Source: an optimization exercise on an open RTL-to-GDS flow (aim: small area and a short achievable clock period). Production flows keep margins and buffers that such runs may drop.
No functional check of the RTL was part of this run.
No activity file was given, so power comes from the tool's default toggle rates.

`flow/run.sh`:
```
#!/bin/bash
# synth_recipe.tcl (not shown) runs the flow's synth.tcl, then flattens the netlist and writes it again
# the make line also repeats each setting of config.mk as NAME=value (left out here)
make -C /OpenROAD-flow-scripts/flow DESIGN_CONFIG=/design/flow/config.mk WORK_HOME=/design/flow/orfs CLKGATE_MAP_FILE= SYNTH_SCRIPT=/design/flow/synth_recipe.tcl finish
```
`flow/config.mk`:
```
export PLATFORM = sky130hd
export DESIGN_NAME = PE_Array
export DESIGN_NICKNAME = PE_Array
export VERILOG_FILES = /design/flow/design.v
export SDC_FILE = /design/flow/constraint.sdc
export NUM_CORES = 4
export LEC_CHECK = 0
export CAP_MARGIN = 20
export CORE_MARGIN = 2
export CORE_UTILIZATION = 40
export SETUP_SLACK_MARGIN = 0.2
export SLEW_MARGIN = 20
```
`flow/constraint.sdc`:
```
create_clock -name core_clock -period 7.0 [get_ports {clk}]
set_input_delay 1.4000 -clock core_clock [delete_from_list [all_inputs] [get_ports {clk}]]
set_output_delay 1.4000 -clock core_clock [all_outputs]
set_load 0.01 [all_outputs]
```
`flow/design.v`:
```
module PE (
    input  [7:0]  ifm_in,
    input  [7:0]  w_in,
    input         clk,
    input         rst_n,
    input         done,
    output [7:0]  ifm_pass,
    output [7:0]  w_pass,
    output [31:0] psum_out
);
    reg [7:0]  ifm_pass_r;
    reg [7:0]  w_pass_r;
    reg [31:0] psum_out_r;
    assign ifm_pass = ifm_pass_r;
    assign w_pass = w_pass_r;
    assign psum_out = psum_out_r;
    wire [15:0] acc = psum_out_r[15:0] & {16{~done}};
    wire pp0_0 = w_in[0] & ifm_in[0];
    wire pp0_1 = w_in[0] & ifm_in[1];
    wire pp0_2 = w_in[0] & ifm_in[2];
    wire pp0_3 = w_in[0] & ifm_in[3];
    wire pp0_4 = w_in[0] & ifm_in[4];
    wire pp0_5 = w_in[0] & ifm_in[5];
    wire pp0_6 = w_in[0] & ifm_in[6];
    wire pp0_7 = w_in[0] & ifm_in[7];
    wire pp1_0 = w_in[1] & ifm_in[0];
    wire pp1_1 = w_in[1] & ifm_in[1];
    wire pp1_2 = w_in[1] & ifm_in[2];
    wire pp1_3 = w_in[1] & ifm_in[3];
    wire pp1_4 = w_in[1] & ifm_in[4];
    wire pp1_5 = w_in[1] & ifm_in[5];
    wire pp1_6 = w_in[1] & ifm_in[6];
    wire pp1_7 = w_in[1] & ifm_in[7];
    wire pp2_0 = w_in[2] & ifm_in[0];
    wire pp2_1 = w_in[2] & ifm_in[1];
    wire pp2_2 = w_in[2] & ifm_in[2];
    wire pp2_3 = w_in[2] & ifm_in[3];
    wire pp2_4 = w_in[2] & ifm_in[4];
    wire pp2_5 = w_in[2] & ifm_in[5];
    wire pp2_6 = w_in[2] & ifm_in[6];
    wire pp2_7 = w_in[2] & ifm_in[7];
    wire pp3_0 = w_in[3] & ifm_in[0];
    wire pp3_1 = w_in[3] & ifm_in[1];
    wire pp3_2 = w_in[3] & ifm_in[2];
    wire pp3_3 = w_in[3] & ifm_in[3];
    wire pp3_4 = w_in[3] & ifm_in[4];
    wire pp3_5 = w_in[3] & ifm_in[5];
    wire pp3_6 = w_in[3] & ifm_in[6];
    wire pp3_7 = w_in[3] & ifm_in[7];
    wire pp4_0 = w_in[4] & ifm_in[0];
    wire pp4_1 = w_in[4] & ifm_in[1];
    wire pp4_2 = w_in[4] & ifm_in[2];
    wire pp4_3 = w_in[4] & ifm_in[3];
    wire pp4_4 = w_in[4] & ifm_in[4];
    wire pp4_5 = w_in[4] & ifm_in[5];
    wire pp4_6 = w_in[4] & ifm_in[6];
    wire pp4_7 = w_in[4] & ifm_in[7];
    wire pp5_0 = w_in[5] & ifm_in[0];
    wire pp5_1 = w_in[5] & ifm_in[1];
    wire pp5_2 = w_in[5] & ifm_in[2];
    wire pp5_3 = w_in[5] & ifm_in[3];
    wire pp5_4 = w_in[5] & ifm_in[4];
    wire pp5_5 = w_in[5] & ifm_in[5];
    wire pp5_6 = w_in[5] & ifm_in[6];
    wire pp5_7 = w_in[5] & ifm_in[7];
    wire pp6_0 = w_in[6] & ifm_in[0];
    wire pp6_1 = w_in[6] & ifm_in[1];
    wire pp6_2 = w_in[6] & ifm_in[2];
    wire pp6_3 = w_in[6] & ifm_in[3];
    wire pp6_4 = w_in[6] & ifm_in[4];
    wire pp6_5 = w_in[6] & ifm_in[5];
    wire pp6_6 = w_in[6] & ifm_in[6];
    wire pp6_7 = w_in[6] & ifm_in[7];
    wire pp7_0 = w_in[7] & ifm_in[0];
    wire pp7_1 = w_in[7] & ifm_in[1];
    wire pp7_2 = w_in[7] & ifm_in[2];
    wire pp7_3 = w_in[7] & ifm_in[3];
    wire pp7_4 = w_in[7] & ifm_in[4];
    wire pp7_5 = w_in[7] & ifm_in[5];
    wire pp7_6 = w_in[7] & ifm_in[6];
    wire pp7_7 = w_in[7] & ifm_in[7];
    wire ts0 = pp0_5 ^ pp1_4;
    wire tc0 = pp0_5 & pp1_4;
    wire ts1 = pp0_6 ^ pp1_5 ^ pp2_4;
    wire tc1 = (pp0_6 & pp1_5) | (pp0_6 & pp2_4) | (pp1_5 & pp2_4);
    wire ts2 = pp3_3 ^ pp4_2;
    wire tc2 = pp3_3 & pp4_2;
    wire ts3 = pp0_7 ^ pp1_6 ^ pp2_5;
    wire tc3 = (pp0_7 & pp1_6) | (pp0_7 & pp2_5) | (pp1_6 & pp2_5);
    wire ts4 = pp3_4 ^ pp4_3 ^ pp5_2;
    wire tc4 = (pp3_4 & pp4_3) | (pp3_4 & pp5_2) | (pp4_3 & pp5_2);
    wire ts5 = pp6_1 ^ pp7_0;
    wire tc5 = pp6_1 & pp7_0;
    wire ts6 = pp1_7 ^ pp2_6 ^ pp3_5;
    wire tc6 = (pp1_7 & pp2_6) | (pp1_7 & pp3_5) | (pp2_6 & pp3_5);
    wire ts7 = pp4_4 ^ pp5_3 ^ pp6_2;
    wire tc7 = (pp4_4 & pp5_3) | (pp4_4 & pp6_2) | (pp5_3 & pp6_2);
    wire ts8 = pp7_1 ^ acc[8];
    wire tc8 = pp7_1 & acc[8];
    wire ts9 = pp2_7 ^ pp3_6 ^ pp4_5;
    wire tc9 = (pp2_7 & pp3_6) | (pp2_7 & pp4_5) | (pp3_6 & pp4_5);
    wire ts10 = pp5_4 ^ pp6_3 ^ pp7_2;
    wire tc10 = (pp5_4 & pp6_3) | (pp5_4 & pp7_2) | (pp6_3 & pp7_2);
    wire ts11 = pp3_7 ^ pp4_6 ^ pp5_5;
    wire tc11 = (pp3_7 & pp4_6) | (pp3_7 & pp5_5) | (pp4_6 & pp5_5);
    wire ts12 = pp0_3 ^ pp1_2;
    wire tc12 = pp0_3 & pp1_2;
    wire ts13 = pp0_4 ^ pp1_3 ^ pp2_2;
    wire tc13 = (pp0_4 & pp1_3) | (pp0_4 & pp2_2) | (pp1_3 & pp2_2);
    wire ts14 = pp3_1 ^ pp4_0;
    wire tc14 = pp3_1 & pp4_0;
    wire ts15 = ts0 ^ pp2_3 ^ pp3_2;
    wire tc15 = (ts0 & pp2_3) | (ts0 & pp3_2) | (pp2_3 & pp3_2);
    wire ts16 = pp4_1 ^ pp5_0 ^ acc[5];
    wire tc16 = (pp4_1 & pp5_0) | (pp4_1 & acc[5]) | (pp5_0 & acc[5]);
    wire ts17 = tc0 ^ ts1 ^ ts2;
    wire tc17 = (tc0 & ts1) | (tc0 & ts2) | (ts1 & ts2);
    wire ts18 = pp5_1 ^ pp6_0 ^ acc[6];
    wire tc18 = (pp5_1 & pp6_0) | (pp5_1 & acc[6]) | (pp6_0 & acc[6]);
    wire ts19 = tc1 ^ tc2 ^ ts3;
    wire tc19 = (tc1 & tc2) | (tc1 & ts3) | (tc2 & ts3);
    wire ts20 = ts4 ^ ts5 ^ acc[7];
    wire tc20 = (ts4 & ts5) | (ts4 & acc[7]) | (ts5 & acc[7]);
    wire ts21 = tc3 ^ tc4 ^ tc5;
    wire tc21 = (tc3 & tc4) | (tc3 & tc5) | (tc4 & tc5);
    wire ts22 = ts6 ^ ts7 ^ ts8;
    wire tc22 = (ts6 & ts7) | (ts6 & ts8) | (ts7 & ts8);
    wire ts23 = tc6 ^ tc7 ^ tc8;
    wire tc23 = (tc6 & tc7) | (tc6 & tc8) | (tc7 & tc8);
    wire ts24 = ts9 ^ ts10 ^ acc[9];
    wire tc24 = (ts9 & ts10) | (ts9 & acc[9]) | (ts10 & acc[9]);
    wire ts25 = tc9 ^ tc10 ^ ts11;
    wire tc25 = (tc9 & tc10) | (tc9 & ts11) | (tc10 & ts11);
    wire ts26 = pp6_4 ^ pp7_3 ^ acc[10];
    wire tc26 = (pp6_4 & pp7_3) | (pp6_4 & acc[10]) | (pp7_3 & acc[10]);
    wire ts27 = tc11 ^ pp4_7 ^ pp5_6;
    wire tc27 = (tc11 & pp4_7) | (tc11 & pp5_6) | (pp4_7 & pp5_6);
    wire ts28 = pp6_5 ^ pp7_4 ^ acc[11];
    wire tc28 = (pp6_5 & pp7_4) | (pp6_5 & acc[11]) | (pp7_4 & acc[11]);
    wire ts29 = pp5_7 ^ pp6_6 ^ pp7_5;
    wire tc29 = (pp5_7 & pp6_6) | (pp5_7 & pp7_5) | (pp6_6 & pp7_5);
    wire ts30 = pp0_2 ^ pp1_1;
    wire tc30 = pp0_2 & pp1_1;
    wire ts31 = ts12 ^ pp2_1 ^ pp3_0;
    wire tc31 = (ts12 & pp2_1) | (ts12 & pp3_0) | (pp2_1 & pp3_0);
    wire ts32 = tc12 ^ ts13 ^ ts14;
    wire tc32 = (tc12 & ts13) | (tc12 & ts14) | (ts13 & ts14);
    wire ts33 = tc13 ^ tc14 ^ ts15;
    wire tc33 = (tc13 & tc14) | (tc13 & ts15) | (tc14 & ts15);
    wire ts34 = tc15 ^ tc16 ^ ts17;
    wire tc34 = (tc15 & tc16) | (tc15 & ts17) | (tc16 & ts17);
    wire ts35 = tc17 ^ tc18 ^ ts19;
    wire tc35 = (tc17 & tc18) | (tc17 & ts19) | (tc18 & ts19);
    wire ts36 = tc19 ^ tc20 ^ ts21;
    wire tc36 = (tc19 & tc20) | (tc19 & ts21) | (tc20 & ts21);
    wire ts37 = tc21 ^ tc22 ^ ts23;
    wire tc37 = (tc21 & tc22) | (tc21 & ts23) | (tc22 & ts23);
    wire ts38 = tc23 ^ tc24 ^ ts25;
    wire tc38 = (tc23 & tc24) | (tc23 & ts25) | (tc24 & ts25);
    wire ts39 = tc25 ^ tc26 ^ ts27;
    wire tc39 = (tc25 & tc26) | (tc25 & ts27) | (tc26 & ts27);
    wire ts40 = tc27 ^ tc28 ^ ts29;
    wire tc40 = (tc27 & tc28) | (tc27 & ts29) | (tc28 & ts29);
    wire ts41 = tc29 ^ pp6_7 ^ pp7_6;
    wire tc41 = (tc29 & pp6_7) | (tc29 & pp7_6) | (pp6_7 & pp7_6);
    wire ts42 = pp0_1 ^ pp1_0;
    wire tc42 = pp0_1 & pp1_0;
    wire ts43 = ts30 ^ pp2_0 ^ acc[2];
    wire tc43 = (ts30 & pp2_0) | (ts30 & acc[2]) | (pp2_0 & acc[2]);
    wire ts44 = tc30 ^ ts31 ^ acc[3];
    wire tc44 = (tc30 & ts31) | (tc30 & acc[3]) | (ts31 & acc[3]);
    wire ts45 = tc31 ^ ts32 ^ acc[4];
    wire tc45 = (tc31 & ts32) | (tc31 & acc[4]) | (ts32 & acc[4]);
    wire ts46 = tc32 ^ ts33 ^ ts16;
    wire tc46 = (tc32 & ts33) | (tc32 & ts16) | (ts33 & ts16);
    wire ts47 = tc33 ^ ts34 ^ ts18;
    wire tc47 = (tc33 & ts34) | (tc33 & ts18) | (ts34 & ts18);
    wire ts48 = tc34 ^ ts35 ^ ts20;
    wire tc48 = (tc34 & ts35) | (tc34 & ts20) | (ts35 & ts20);
    wire ts49 = tc35 ^ ts36 ^ ts22;
    wire tc49 = (tc35 & ts36) | (tc35 & ts22) | (ts36 & ts22);
    wire ts50 = tc36 ^ ts37 ^ ts24;
    wire tc50 = (tc36 & ts37) | (tc36 & ts24) | (ts37 & ts24);
    wire ts51 = tc37 ^ ts38 ^ ts26;
    wire tc51 = (tc37 & ts38) | (tc37 & ts26) | (ts38 & ts26);
    wire ts52 = tc38 ^ ts39 ^ ts28;
    wire tc52 = (tc38 & ts39) | (tc38 & ts28) | (ts39 & ts28);
    wire ts53 = tc39 ^ ts40 ^ acc[12];
    wire tc53 = (tc39 & ts40) | (tc39 & acc[12]) | (ts40 & acc[12]);
    wire ts54 = tc40 ^ ts41 ^ acc[13];
    wire tc54 = (tc40 & ts41) | (tc40 & acc[13]) | (ts41 & acc[13]);
    wire ts55 = tc41 ^ pp7_7 ^ acc[14];
    wire tc55 = (tc41 & pp7_7) | (tc41 & acc[14]) | (pp7_7 & acc[14]);
    wire [15:0] ra = {tc55, tc54, tc53, tc52, tc51, tc50, tc49, tc48, tc47, tc46, tc45, tc44, tc43, tc42, ts42, pp0_0};
    wire [15:0] rb = {acc[15], ts55, ts54, ts53, ts52, ts51, ts50, ts49, ts48, ts47, ts46, ts45, ts44, ts43, acc[1], acc[0]};
    wire [16:0] lo = {1'b0, ra} + {1'b0, rb};
    wire [15:0] hi_inc = psum_out_r[31:16] + 16'd1;
    wire [15:0] hi = done ? 16'd0 : (lo[16] ? hi_inc : psum_out_r[31:16]);
    always @(posedge clk or negedge rst_n) begin
        if (!rst_n) begin
            ifm_pass_r <= 8'd0;
            w_pass_r <= 8'd0;
            psum_out_r <= 32'd0;
        end else begin
            ifm_pass_r <= ifm_in;
            w_pass_r <= w_in;
            psum_out_r <= {hi, lo[15:0]};
        end
    end
endmodule
module PE_Array #(
    parameter DATA_WIDTH = 8,
    parameter ARRAY_SIZE = 4,
    parameter DIAG_NUM = 2 * ARRAY_SIZE - 1,
    parameter SUM_WIDTH = 32
)(
    input [ARRAY_SIZE*DATA_WIDTH-1:0] ifm_in,
    input [ARRAY_SIZE*DATA_WIDTH-1:0] w_in,
    input clk,
    input rst_n,
    input [DIAG_NUM-1:0] done,
    output [ARRAY_SIZE*DATA_WIDTH-1:0] ifm_pass,
    output [ARRAY_SIZE*DATA_WIDTH-1:0] w_pass,
    output [ARRAY_SIZE*ARRAY_SIZE*SUM_WIDTH-1:0] psum_out
);
    wire [DATA_WIDTH-1:0] ifm_wire [0:ARRAY_SIZE-1][0:ARRAY_SIZE];
    wire [DATA_WIDTH-1:0] w_wire [0:ARRAY_SIZE][0:ARRAY_SIZE-1];
    generate
        for(genvar i=0; i<ARRAY_SIZE; i=i+1) begin : input_connections
            assign ifm_wire[i][0] = ifm_in[DATA_WIDTH*i +: DATA_WIDTH];
            assign w_wire[0][i] = w_in[DATA_WIDTH*i +: DATA_WIDTH];
        end
    endgenerate
    generate
        for(genvar i=0; i<ARRAY_SIZE; i=i+1) begin : output_connections
            assign ifm_pass[DATA_WIDTH*i +: DATA_WIDTH] = ifm_wire[i][ARRAY_SIZE];
            assign w_pass[DATA_WIDTH*i +: DATA_WIDTH] = w_wire[ARRAY_SIZE][i];
        end
    endgenerate
    generate
        for(genvar i=0;i<ARRAY_SIZE;i=i+1) begin : row_gen
            for(genvar j=0;j<ARRAY_SIZE;j=j+1) begin : col_gen
                PE Processing_Element(
                .ifm_in(ifm_wire[i][j]),
                .w_in(w_wire[i][j]),
                .clk(clk),
                .rst_n(rst_n),
                .done(done[i+j]),
                .ifm_pass(ifm_wire[i][j+1]),
                .w_pass(w_wire[i+1][j]),
                .psum_out(psum_out[SUM_WIDTH*(i*ARRAY_SIZE+j) +: SUM_WIDTH])
                );
            end
        end
    endgenerate
endmodule
```
==> out/qor.yml <==
logic_synthesis:
  synth_ff_type: "dfrtp_1"
  synth_commonest_cells: "906 x inv_1, 784 x fa_1, 768 x dfrtp_1"
  synth_edf_count: 0
  ys_seq_area_share_pct: 30.1
  ys_types: 90
  synth_top_area_share_pct: 30.1
  syn_area_per_cell_um2: 9.97
  synth_cells: 6398
  synth_top_cell_by_area: "dfrtp_1"
  synth_fp_nets: 7655
  post-synth-top-count-cell: "inv_1"
  synth.cell_area_um2: 63800
  synthArstFlopShare_pct: 100
  synth_warnings: 2
  ys_seq_elements: 768
  yosys-top-cells-area: "dfrtp_1 30%, fa_1 25%, ha_1 7.8%"
clock_network:
  worstSkewPairLatency_ns: 0.72
  cts_resized: 0
  cts_tree: "built"
  cts_buffers: 98
  cts_setup_buffers: 0
  clkSinkCount: 768
  clk_pin_slew_ns: 0.06
  cts_buffer_depth: 3
  clockRootBuffer: "clkbuf_16"
  ctsHoldBuffers: 0
  htree_levels: 3
setup_path:
  path_max_fanout: 16
  cp.required_ns: 7.58
  ff2ff_path_depth: 17
  r2r_setup_slack_ns: 1.43
  critPathLaunchType: "input pin"
  crit_top_cell: "fa_1"
  critical_path.slowest_cell: "clkdlybuf4s50_1"
  crit_family: "adder cells"
  critPathBufInv: 3
  arrival_ns: 6.75
  critical_path_class: "in -> reg"
  cp_slowest_stage_delay_ns: 0.60
  endpoint_kind: "register"
  worstPathCellList: "clkdlybuf4s50_1 -> and2_1 -> fa_1 -> inv_1 -> fa_1 -> fa_1 -> inv_1 -> fa_1 -> ha_1 -> nor3_1 -> o21ai_0 -> a311oi_1 -> o31ai_1 -> a31o_2 -> nand4_1 -> xor2_1 -> nor2_1"
sta:
  slew_viol_final: 0
  min_period_ns: 6.17
  finalSetupTns_ns: 0
  max_slew_margin_pct: 33.1
  setup_viol: 0
  rsz0062_at_grt: "false"
  fmax_ghz: 0.162
  hold_viol: 0
  worst_pin_slew_ns: 1.00
  fin_crit_sh_pct: 88.2
  skew_ns: 0.0321
die:
  dieArea_um2: 163000
  ios: 649
  num_rows: 146
  start_util_pct: 40.3
  die_h_um: 403
  core_um2: 158000
  die_w_um: 403
detailed_routing:
  first_pass_iters: 7
  ant_nets: 0
  wl_per_cell_um: 19.4
  drt_iter0_drc: 2487
  route.detailed.drc: 0
  drt_wl_total_um: 180000
  avgViaCountPerCell: 5.08
  vias: 47100
place:
  io_buffer_count: 648
  post-dp-hpwl_um: 140000
  place_congestion: 0.886
  place_area_um2: 73100
hold_path:
  whs_path_depth: 2
  hold_class: "reg -> reg"
global_route:
  overflow: 0
  grt_pass1_wl_um: 290000
  grt_antenna_before_repair: 11
  grt_pass1_vias: 50400
  grt_max_degree: 162
  track_usage_pct: 22.6
power:
  ir_drop_mv: 0.254
  p_leak_nw: 35.3
  p_per_area_nw_per_um2: 374
layout:
  synthToLayoutAreaGrowth_pct: 19.8
  nets: 8370
  final_util_pct: 48.3
  postLayoutCellArea_um2: 76400
  drive_gt1_share_pct: 4.50
outcome:
  status: "finished clean"
flow_run:
  drv_cap: 0
-- cells by family after synthesis --
kind of cell,after synthesis,share of synthesized area (%)
xor+xnor,340,4.67
compound gates,720,7.56
fa+ha+maj,1184,32.5
mux,27,0.449
flops,768,30.1
buf+inv,1011,6.06
simple gates,2348,18.7
-- worst max path at each step --
stage / startpoint / endpoint / slack, ns / cells past startpoint
floorplan: done[1] / register / 1.16 / 18
global placement: ifm_in[13] / register / 0.18 / 17
detailed placement: ifm_in[13] / register / 0.10 / 17
CTS: ifm_in[13] / register / 0.85 / 17
global route: ifm_in[13] / register / 0.51 / 17
finish: ifm_in[13] / register / 0.83 / 17
-- state kept, by name (all words and copies together), names as in the netlist --
signal	count
row_gen.col_gen.Processing_Element.ifm_pass_r	128
row_gen.col_gen.Processing_Element.psum_out_r	512
row_gen.col_gen.Processing_Element.w_pass_r	128
-- worst register-to-register path, stage by stage (launching register included) --
cell,delay [ns]
dfrtp_1,0.55
and2_1,0.27
fa_1,0.54
inv_1,0.05
fa_1,0.49
fa_1,0.56
inv_1,0.06
fa_1,0.47
ha_1,0.39
o21a_1,0.16
o21ai_1,0.10
o31ai_2,0.41
o2111ai_2,0.20
a21oi_2,0.25
buf_4,0.29
o211ai_1,0.22
or3_1,0.36
a21oi_1,0.15
-- metal layers --
layer | global-route usage, % | vias up | wire length (um)
li1 | - | 21800 | -
met1 | 29.4 | 24000 | 76200
met2 | 37.5 | 1078 | 85900
met3 | 5.56 | 226 | 12800
met4 | 6.24 | 10 | 4570
met5 | 0 | - | 66
-- layout by cell type (no fill, tap or decap), types with 64 or more instances in the layout --
master             n
a21oi_1          224
and2_1           586
and3_1            67
clkbuf_16        100
clkdlybuf4s50_1  642
dfrtp_1          768
fa_1             784
ha_1             400
inv_1            906
nand2_1          736
nand2b_1         154
nand3_1           92
nand4_1           64
nor2_1           324
nor2b_1          140
nor3_1            79
o21ai_0          138
xnor2_1          179
xor2_1           161
-- layout make-up --
| cell class | count | area, um2 |
|---|---|---|
| diodes | 4 | 10.0 |
| multi-input cells | 4619 | 40700 |
| clock buffers | 131 | 2770 |
| clock inverters | 50 | 576 |
| fillers | 14700 | 82000 |
| repair buffers | 719 | 7130 |
| well taps | 2072 | 2590 |
| flip-flops and latches | 768 | 19200 |
| inverters | 907 | 3400 |
-- through the flow --
step	worst slack [ns]	power [W]	instances	hold WS [ns]
floorplan	1.16	0.0180	6398	0.352
global placement	0.176	0.0231	9085	0.505
detailed placement	0.104	0.0233	9085	0.529
CTS	0.850	0.0289	9266	0.546
global route	0.513	0.0313	9268	0.568
finish	0.829	0.0286	9270	0.541
-- where the power goes --
| part | switching, W | internal (W) | total (W) |
|---|---|---|---|
| Combinational | 0.00915 | 0.00764 | 0.0168 |
| Clock | 0.00215 | 0.00315 | 0.00530 |
| Sequential | 0.000947 | 0.00556 | 0.00651 |
| Total | 0.0123 | 0.0164 | 0.0286 |

-- re-timing with driven ports --
The results above use ideal ports. As a check the final layout listed here was re-extracted and re-timed, cells and wires unchanged.
Step 1 sets driving cells, clkbuf_16 on the clock port and buf_2 on the other inputs (assumed; they add their load-dependent delay and slew).
Step 2 also shifts input and output timing later by t, the mid clock arrival at the registers, as if the neighbouring blocks saw the same clock.
Slacks: no drivers / after step 1 / after step 2; pairs: no drivers / after step 1.
t (ns): 0.786
setup WS [ns]: 0.829 / 0.846 / 0.060
worst setup path after step 2: input to register
slew at the worst register clock pin (ns): 0.07 / 0.07
pins driven straight from the clock port: 1
After both steps this run still meets setup and hold. For this run, drivers alone change the setup slack by +0.017 ns; drivers and shift together by -0.769 ns.
